Source: an optimization exercise on an open RTL-to-GDS flow (aim: small area). Production flows keep margins and buffers that such runs may drop.
In this exercise RTL edits were held to simulation tests only and were not proved equivalent to the original.

==> v35: inputs <==
==> flow/design.v (excerpt) <==
module Processor(
    input wire clk,
    input wire rst,
    input wire [15:0] instruction,
    output reg [4:0] pc,
    output wire [31:0] result,
    output wire [31:0] data_1,
    output wire [31:0] data_2
);
reg [31:0] registers [15:0];
wire [511:0] q;
genvar r;
generate
    for (r = 0; r < 16; r = r + 1) begin : flat
        assign q[32 * r +: 32] = registers[r];
    end
endgenerate
RegisterFile reg_file_inst(
    .q(q),
    .read_addr1(instruction[11:8]),
    .read_addr2(instruction[7:4]),
    .read_data1(data_1),
    .read_data2(data_2)
);
ComplexALU alu(
    .operand1(data_1),
    .operand2(data_2),
    .opcode(instruction[15:12]),
    .kill(rst),
    .result(result)
);
wire [15:0] wsel = 16'd1 << instruction[3:0];
wire [31:0] wd0 = result | ({32{rst}} & 32'h00010002);
wire [31:0] wd1 = result | ({32{rst}} & 32'h00030004);
integer i;
always @(posedge clk) begin
    if (rst | wsel[0]) registers[0] <= wd0;
    if (rst | wsel[1]) registers[1] <= wd1;
    for (i = 2; i < 16; i = i + 1)
        if (rst | wsel[i]) registers[i] <= result;
end
always @(posedge clk) begin
    if (rst)
        pc <= 5'd0;
    else
        pc <= pc + 1;
end
endmodule
clock: 25.0 ns
lec_check: 0
cap_margin: 0
core_margin: 2
core_utilization: 40
slew_margin: 0
synth_hierarchical: 1
standard.sh (not shown) runs the stock make flow with config.mk's settings and CLKGATE_MAP_FILE= SYNTH_SCRIPT=/design/flow/synth_recipe.tcl, a recipe that flattens the netlist after the stock synthesis.
==> flow/flow/run.sh <==
#!/bin/bash
# The standard layout (standard.sh) with three changes:
#  - ports are buffered with buf_1 instead of the default port buffer,
#  - CTS builds its tree from clkbuf_8 with clusters of at most 14 sinks,
#  - CTS inserts no dummy loads.
# The whole make output goes to flow.log; ORFS keeps each step's log under orfs/logs.
set -euo pipefail
export BUFFER_PORTS_ARGS="-buffer_cell sky130_fd_sc_hd__buf_1"
export CTS_ARGS="-sink_clustering_enable -repair_clock_nets -dont_use_dummy_load -buf_list sky130_fd_sc_hd__clkbuf_8 -sink_clustering_size 14 -sink_clustering_max_diameter 60"
bash standard.sh > flow.log 2>&1
==> v5 (differences from v35) <==
--- a/flow/design.v
+++ b/flow/design.v
@@ -42,12 +42,13 @@
     input wire [3:0] opcode,
     input wire kill,           
     output wire [31:0] result
 );
     wire sub = opcode[0];
     wire addop = (opcode[3:1] == 3'b000);
+    wire naddop = ~addop;
     wire is_add = ~kill & addop;
     wire is_mul = ~kill & (opcode == 4'b0010);
     wire w0, w1, w2, w3, w4, w5, w6, w7, w8, w9, w10, w11, w12, w13, w14, w15;
     wire w16, w17, w18, w19, w20, w21, w22, w23, w24, w25, w26, w27, w28, w29, w30, w31;
     wire w32, w33, w34, w35, w36, w37, w38, w39, w40, w41, w42, w43, w44, w45, w46, w47;
     wire w48, w49, w50, w51, w52, w53, w54, w55, w56, w57, w58, w59, w60, w61, w62, w63;
@@ -181,44 +182,44 @@
     g_xor2 u42 (.a(operand2[10]), .b(sub), .y(w42));
     g_xor2 u43 (.a(operand2[11]), .b(sub), .y(w43));
     g_xor2 u44 (.a(operand2[12]), .b(sub), .y(w44));
     g_xor2 u45 (.a(operand2[13]), .b(sub), .y(w45));
     g_xor2 u46 (.a(operand2[14]), .b(sub), .y(w46));
     g_xor2 u47 (.a(operand2[15]), .b(sub), .y(w47));
-    g_mux2 u48 (.a0(operand1[0]), .a1(w16), .s(addop), .y(w48));
-    g_mux2 u49 (.a0(operand1[1]), .a1(w17), .s(addop), .y(w49));
-    g_mux2 u50 (.a0(operand1[2]), .a1(w18), .s(addop), .y(w50));
-    g_mux2 u51 (.a0(operand1[3]), .a1(w19), .s(addop), .y(w51));
-    g_mux2 u52 (.a0(operand1[4]), .a1(w20), .s(addop), .y(w52));
-    g_mux2 u53 (.a0(operand1[5]), .a1(w21), .s(addop), .y(w53));
-    g_mux2 u54 (.a0(operand1[6]), .a1(w22), .s(addop), .y(w54));
-    g_mux2 u55 (.a0(operand1[7]), .a1(w23), .s(addop), .y(w55));
-    g_mux2 u56 (.a0(operand1[8]), .a1(w24), .s(addop), .y(w56));
-    g_mux2 u57 (.a0(operand1[9]), .a1(w25), .s(addop), .y(w57));
-    g_mux2 u58 (.a0(operand1[10]), .a1(w26), .s(addop), .y(w58));
-    g_mux2 u59 (.a0(operand1[11]), .a1(w27), .s(addop), .y(w59));
-    g_mux2 u60 (.a0(operand1[12]), .a1(w28), .s(addop), .y(w60));
-    g_mux2 u61 (.a0(operand1[13]), .a1(w29), .s(addop), .y(w61));
-    g_mux2 u62 (.a0(operand1[14]), .a1(w30), .s(addop), .y(w62));
-    g_mux2 u63 (.a0(operand1[15]), .a1(w31), .s(addop), .y(w63));
-    g_mux2 u64 (.a0(operand2[16]), .a1(operand1[0]), .s(addop), .y(w64));
-    g_mux2 u65 (.a0(operand2[17]), .a1(operand1[1]), .s(addop), .y(w65));
-    g_mux2 u66 (.a0(operand2[18]), .a1(operand1[2]), .s(addop), .y(w66));
-    g_mux2 u67 (.a0(operand2[19]), .a1(operand1[3]), .s(addop), .y(w67));
-    g_mux2 u68 (.a0(operand2[20]), .a1(operand1[4]), .s(addop), .y(w68));
-    g_mux2 u69 (.a0(operand2[21]), .a1(operand1[5]), .s(addop), .y(w69));
-    g_mux2 u70 (.a0(operand2[22]), .a1(operand1[6]), .s(addop), .y(w70));
-    g_mux2 u71 (.a0(operand2[23]), .a1(operand1[7]), .s(addop), .y(w71));
-    g_mux2 u72 (.a0(operand2[24]), .a1(operand1[8]), .s(addop), .y(w72));
-    g_mux2 u73 (.a0(operand2[25]), .a1(operand1[9]), .s(addop), .y(w73));
-    g_mux2 u74 (.a0(operand2[26]), .a1(operand1[10]), .s(addop), .y(w74));
-    g_mux2 u75 (.a0(operand2[27]), .a1(operand1[11]), .s(addop), .y(w75));
-    g_mux2 u76 (.a0(operand2[28]), .a1(operand1[12]), .s(addop), .y(w76));
-    g_mux2 u77 (.a0(operand2[29]), .a1(operand1[13]), .s(addop), .y(w77));
-    g_mux2 u78 (.a0(operand2[30]), .a1(operand1[14]), .s(addop), .y(w78));
-    g_mux2 u79 (.a0(operand2[31]), .a1(operand1[15]), .s(addop), .y(w79));
+    g_a22o u48 (.a1(naddop), .a2(operand1[0]), .b1(addop), .b2(w16), .y(w48));
+    g_a22o u49 (.a1(naddop), .a2(operand1[1]), .b1(addop), .b2(w17), .y(w49));
+    g_a22o u50 (.a1(naddop), .a2(operand1[2]), .b1(addop), .b2(w18), .y(w50));
+    g_a22o u51 (.a1(naddop), .a2(operand1[3]), .b1(addop), .b2(w19), .y(w51));
+    g_a22o u52 (.a1(naddop), .a2(operand1[4]), .b1(addop), .b2(w20), .y(w52));
+    g_a22o u53 (.a1(naddop), .a2(operand1[5]), .b1(addop), .b2(w21), .y(w53));
+    g_a22o u54 (.a1(naddop), .a2(operand1[6]), .b1(addop), .b2(w22), .y(w54));
+    g_a22o u55 (.a1(naddop), .a2(operand1[7]), .b1(addop), .b2(w23), .y(w55));
+    g_a22o u56 (.a1(naddop), .a2(operand1[8]), .b1(addop), .b2(w24), .y(w56));
+    g_a22o u57 (.a1(naddop), .a2(operand1[9]), .b1(addop), .b2(w25), .y(w57));
+    g_a22o u58 (.a1(naddop), .a2(operand1[10]), .b1(addop), .b2(w26), .y(w58));
+    g_a22o u59 (.a1(naddop), .a2(operand1[11]), .b1(addop), .b2(w27), .y(w59));
+    g_a22o u60 (.a1(naddop), .a2(operand1[12]), .b1(addop), .b2(w28), .y(w60));
+    g_a22o u61 (.a1(naddop), .a2(operand1[13]), .b1(addop), .b2(w29), .y(w61));
+    g_a22o u62 (.a1(naddop), .a2(operand1[14]), .b1(addop), .b2(w30), .y(w62));
+    g_a22o u63 (.a1(naddop), .a2(operand1[15]), .b1(addop), .b2(w31), .y(w63));
+    g_a22o u64 (.a1(naddop), .a2(operand2[16]), .b1(addop), .b2(operand1[0]), .y(w64));
+    g_a22o u65 (.a1(naddop), .a2(operand2[17]), .b1(addop), .b2(operand1[1]), .y(w65));
+    g_a22o u66 (.a1(naddop), .a2(operand2[18]), .b1(addop), .b2(operand1[2]), .y(w66));
+    g_a22o u67 (.a1(naddop), .a2(operand2[19]), .b1(addop), .b2(operand1[3]), .y(w67));
+    g_a22o u68 (.a1(naddop), .a2(operand2[20]), .b1(addop), .b2(operand1[4]), .y(w68));
+    g_a22o u69 (.a1(naddop), .a2(operand2[21]), .b1(addop), .b2(operand1[5]), .y(w69));
+    g_a22o u70 (.a1(naddop), .a2(operand2[22]), .b1(addop), .b2(operand1[6]), .y(w70));
+    g_a22o u71 (.a1(naddop), .a2(operand2[23]), .b1(addop), .b2(operand1[7]), .y(w71));
+    g_a22o u72 (.a1(naddop), .a2(operand2[24]), .b1(addop), .b2(operand1[8]), .y(w72));
+    g_a22o u73 (.a1(naddop), .a2(operand2[25]), .b1(addop), .b2(operand1[9]), .y(w73));
+    g_a22o u74 (.a1(naddop), .a2(operand2[26]), .b1(addop), .b2(operand1[10]), .y(w74));
+    g_a22o u75 (.a1(naddop), .a2(operand2[27]), .b1(addop), .b2(operand1[11]), .y(w75));
+    g_a22o u76 (.a1(naddop), .a2(operand2[28]), .b1(addop), .b2(operand1[12]), .y(w76));
+    g_a22o u77 (.a1(naddop), .a2(operand2[29]), .b1(addop), .b2(operand1[13]), .y(w77));
+    g_a22o u78 (.a1(naddop), .a2(operand2[30]), .b1(addop), .b2(operand1[14]), .y(w78));
+    g_a22o u79 (.a1(naddop), .a2(operand2[31]), .b1(addop), .b2(operand1[15]), .y(w79));
     g_fa u80 (.a(operand1[16]), .b(sub), .c(w48), .s(w80), .co(w81));
     g_fa u81 (.a(operand1[17]), .b(w49), .c(w81), .s(w82), .co(w83));
     g_fa u82 (.a(operand1[18]), .b(w50), .c(w83), .s(w84), .co(w85));
     g_fa u83 (.a(operand1[19]), .b(w51), .c(w85), .s(w86), .co(w87));
     g_fa u84 (.a(operand1[20]), .b(w52), .c(w87), .s(w88), .co(w89));
     g_fa u85 (.a(operand1[21]), .b(w53), .c(w89), .s(w90), .co(w91));
Settings changed: CAP_MARGIN 0 to 20, CORE_UTILIZATION 40 to 60, PLACE_DENSITY set to 0.75, SLEW_MARGIN 0 to 20.
==> v16 (differences from v35) <==
Settings changed: CAP_MARGIN 0 to 20, SLEW_MARGIN 0 to 20.
==> results.txt <==
Outcome: v5 no timing/DRC/antenna violations; v16 no timing/DRC/antenna violations; v35 no timing/DRC/antenna violations
DR WL/cell: v5 31.8 um; v16 30.8 um; v35 30.8 um
Setup Skew: v5 42.3 ps; v16 53.4 ps; v35 66.3 ps
Highest Clock Rate: v5 0.0431 GHz; v16 0.0425 GHz; v35 0.0426 GHz
First-pass GRT wire length: v5 147000 um; v16 156000 um; v35 156000 um
Non-clock inverters: v5 33; v16 32; v35 32
Hold slack final: v5 474 ps; v16 479 ps; v35 471 ps
Routability-driven placement congestion ratio: v5 0.941; v16 0.924; v35 0.924
Final instance count without filler cells: v5 3115; v16 3472; v35 3469
Total of fill cells in the finished design: v5 3811; v16 7042; v35 7114
Reg2Reg Capture Point: v5 registers[10][30]; v16 registers[13][31]; v35 registers[10][31]
Area enclosed by the die boundary: v5 54700 um^2; v16 82000 um^2; v35 82000 um^2
Vias in the first global route: v5 23243; v16 23404; v35 23464
DR vias: v5 23392; v16 22857; v35 22961

separate check: timing with driven ports:
No port has a modelled driver above. Below, the same layouts with a new extraction and two added sets of constraints.
Step 1 (the two cells are an assumption about what drives the block):
set clk [get_ports {clk}]
set_driving_cell -lib_cell sky130_fd_sc_hd__clkbuf_16 $clk
set_driving_cell -lib_cell sky130_fd_sc_hd__buf_2 [delete_from_list [all_inputs] $clk]
Step 2 also shifts input and output timing later by t, the mid clock arrival at the registers, as if the neighbouring blocks saw the same clock.
Three values: no drivers, after step 1, after step 2; two values: the first two.
| run | shift t [ns] | slack for setup (ns) | worst hold slack (ns) | worst slew at a driven data input, ns |
|---|---|---|---|---|
| v35 | 0.621 | 1.543 / 1.487 / 1.487 | 0.471 / 0.471 / 0.471 | 0.05 |
| v5 | 0.642 | 1.798 / 1.770 / 1.770 | 0.474 / 0.474 / 0.474 | 0.03 |
| v16 | 0.629 | 1.470 / 1.410 / 1.410 | 0.479 / 0.479 / 0.479 | 0.05 |
After both steps every run listed still meets setup and hold. The setup slack of v16, which loses most, moves by -0.060 ns with the drivers and by -0.060 ns with both steps.
